Background: an optimization exercise with open tools, aiming at small area. Do not read the settings as production practice. Where RTL was checked, it was by simulation tests only, not by an equivalence proof against the original.

## RISCVCPU
module RISCVCPU(
    input  logic         clock,
    input  logic         reset,
    output logic [31:0]  imem_addr,
    input  logic [127:0] imem_data,
    output logic [9:0]   dmem_index,
    input  logic [127:0] dmem_rdata,
    output logic         dmem_we,
    output logic [127:0] dmem_wdata,
    output logic         wb_en,
    output logic [4:0]   wb_rd,
    output logic [31:0]  wb_data
);
clock: 20.0 ns
lec_check: 0
cap_margin: 20
core_margin: 2
core_utilization: 40
cts_cluster_diameter: 100
cts_cluster_size: 22
slew_margin: 20
standard.sh (not shown) runs the stock make flow with config.mk's settings and CLKGATE_MAP_FILE= SYNTH_SCRIPT=/design/flow/synth_recipe.tcl, a recipe that flattens the netlist after the stock synthesis.
==> flow/flow/run.sh <==
#!/bin/bash
# Own layout flow: the standard flow (standard.sh) unchanged, except that
# the port buffers that global placement inserts use the smallest buffer cell.
set -euo pipefail
bash standard.sh "BUFFER_PORTS_ARGS=-buffer_cell sky130_fd_sc_hd__buf_1" finish > standard_flow.log 2>&1
Change:
--- a/flow/design.v
+++ b/flow/design.v
@@ -20,18 +20,21 @@
     logic [25:0] itag [0:3];
     logic        ifid0;
     logic [31:1] ifid_hi;
     wire  [31:0] ifid = {ifid_hi, ifid0};
     logic [31:7] e_ir;
     logic        eR, eI, eL, eS;
     logic [31:0] e_A, e_B;
     logic [2:0]  mcnt;
     logic [31:0] mq0, mqp;
+    logic [31:0] macc;           
+    logic [31:0] mw;             
+    logic        mwa, mwb;       
     logic        v1, v2, v3, v4, v5;
     logic [31:0] m_alu, m_bval;
     logic [4:0]  m_rd;
     logic        m_byte;
     logic        mRI, mL, mS;
     logic [31:0] w_val;
     logic [4:0]  w_rd;
     logic        w_byp, w_wr;
     logic [31:0] rf [1:31];
@@ -95,41 +98,47 @@
     logic [31:0] alu;
     always_comb begin
         if (isMUL)          alu = (mcnt == 3'd1) ? mq0 : v5 ? mqp : 32'd0;
         else if (e_f3[2])   alu = e_f3[0] ? (Ain & Bin) : (Ain | Bin);
         else if (e_f3[0])   alu = sll;
         else if (is_slt)    alu = {31'd0, slt};
         else                alu = sum;
     end
     wire stall_mul = (isMUL && mcnt == 3'd0) || (mcnt > 3'd1);
-    logic [31:0] prod;
-    logic [31:0] pprow [0:15];
+    wire        mfirst = (mcnt == 3'd0) || (mcnt == 3'd3);
+    wire        mhi    = mfirst;
+    wire        mmid   = (mcnt == 3'd5) || (mcnt == 3'd2);
+    wire        mold   = (mcnt == 3'd5) || (mcnt == 3'd4);
+    wire [31:0] mA = (mold && mwa) ? mw : Ain;
+    wire [31:0] mB = (mold && mwb) ? mw : Bin;
+    wire [12:0] mwin = mhi ? {4'd0, mB[31:23]} : mmid ? mB[23:11] : {mB[11:0], 1'b0};
+    logic [31:0] mstep;
+    logic [31:0] pprow [0:5];
     logic [31:0] ppneg;
     always_comb begin
         ppneg = 32'd0;
-        for (int j = 0; j < 16; j++) begin
+        for (int j = 0; j < 6; j++) begin
             logic bh, bm, bl, neg, one, two;
             logic [32:0] x;
             logic [31:0] pp;
-            bh = Bin[2*j+1];
-            bm = Bin[2*j];
-            bl = (j == 0) ? 1'b0 : Bin[2*j-1];
+            bh = mwin[2*j+2];
+            bm = mwin[2*j+1];
+            bl = mwin[2*j];
             neg = bh & ~(bm & bl);
             one = bm ^ bl;
             two = (bh & ~bm & ~bl) | (~bh & bm & bl);
-            x = {Ain ^ {32{neg}}, neg};
+            x = {mA ^ {32{neg}}, neg};
             for (int k = 0; k < 32; k++) pp[k] = (one & x[k+1]) | (two & x[k]);
             pprow[j] = pp << (2*j);
             ppneg[2*j] = neg;
         end
-        prod = pprow[0] + pprow[1] + pprow[2] + pprow[3] + pprow[4] + pprow[5] + pprow[6] + pprow[7]
-             + pprow[8] + pprow[9] + pprow[10] + pprow[11] + pprow[12] + pprow[13] + pprow[14] + pprow[15]
-             + ppneg;
+        mstep = (mfirst ? 32'd0 : {macc[19:0], 12'd0})
+              + pprow[0] + pprow[1] + pprow[2] + pprow[3] + pprow[4] + pprow[5] + ppneg;
     end
     wire        cpu_valid = mL | mS;
     wire [13:2] caddr     = m_alu[13:2];
     wire        sb_full   = (sbc == 3'd4);
     wire        sb_any    = (sbc != 3'd0);
     wire        use_cpu   = cpu_valid & ~sb_full;
     wire [13:2] aaddr     = use_cpu ? caddr : sb_any ? sba[sbh] : 12'd0;
     wire [31:0] sb_head_d = sbd[sbh];
     wire [1:0]  aidx      = aaddr[5:4];
@@ -270,20 +279,26 @@
         if (reset) begin
             mcnt <= 3'd0;
             {v1, v2, v3, v4, v5} <= 5'd0;
         end else begin
             if (isMUL && mcnt == 3'd0) mcnt <= 3'd5;
             else if (mcnt != 3'd0)     mcnt <= mcnt - 3'd1;
             {v1, v2, v3, v4, v5} <= {isMUL, v1, v2, v3, v4};
         end
     always_ff @(posedge clock) begin
-        if (isMUL && mcnt == 3'd0) mq0 <= prod;
-        if (mcnt == 3'd1)          mqp <= prod;
+        macc <= mstep;
+        if (mcnt == 3'd4) mq0 <= mstep;
+        if (mcnt == 3'd1) mqp <= mstep;
+        if (mcnt == 3'd0) begin
+            mw  <= w_val;
+            mwa <= aW && !aM;
+            mwb <= bW && !bM;
+        end
     end
     always_ff @(posedge clock or posedge reset)
         if (reset)         {mRI, mL, mS} <= 3'd0;
         else if (en_exmem) {mRI, mL, mS} <= {eR | eI, eL, eS};
     always_ff @(posedge clock)
         if (en_exmem) begin
             m_alu  <= alu;
             m_bval <= (e_f3 == 3'd0) ? {{24{BypB[7]}}, BypB[7:0]} : BypB;
             m_rd   <= e_rd;
What happened: Routed wire length grows by about 1.4%; global-route usage climbs by 1.8 points; register-to-register slack got worse by 0.42 ns; hold slack stays flat; synthesized cell count shrinks by about 6%; setup slack is worse by 0.42 ns.
No functional check of the RTL was part of the first run of this note.

afterwards: timing with drivers on the ports:
No port has a modelled driver above. Below, the same layouts with a new extraction and two added sets of constraints. Step 1, drivers: a clkbuf_16 drives clock and a buf_2 each remaining input, both assumed. Step 2 adds t to the input delays and takes it off the output delays; t is the mean of the earliest and latest rising clock arrival at the registers after step 1. Input paths then give back, and output paths get back, about the clock's delay inside the block. a / b / c = no drivers / after step 1 / after step 2; a / b = the first two.
run | t, ns | setup slack, ns | worst setup path at the end | clock arrival spread, ns | worst register clock-pin slew, ns
the first run | 1.037 | 5.389 / 5.389 / 5.389 | register to register | 0.138 / 0.138 | 0.11 / 0.11
the second run | 1.037 | 4.972 / 4.972 / 4.972 | register to register | 0.118 / 0.118 | 0.10 / 0.10
After both steps setup and hold are still met in every run listed.
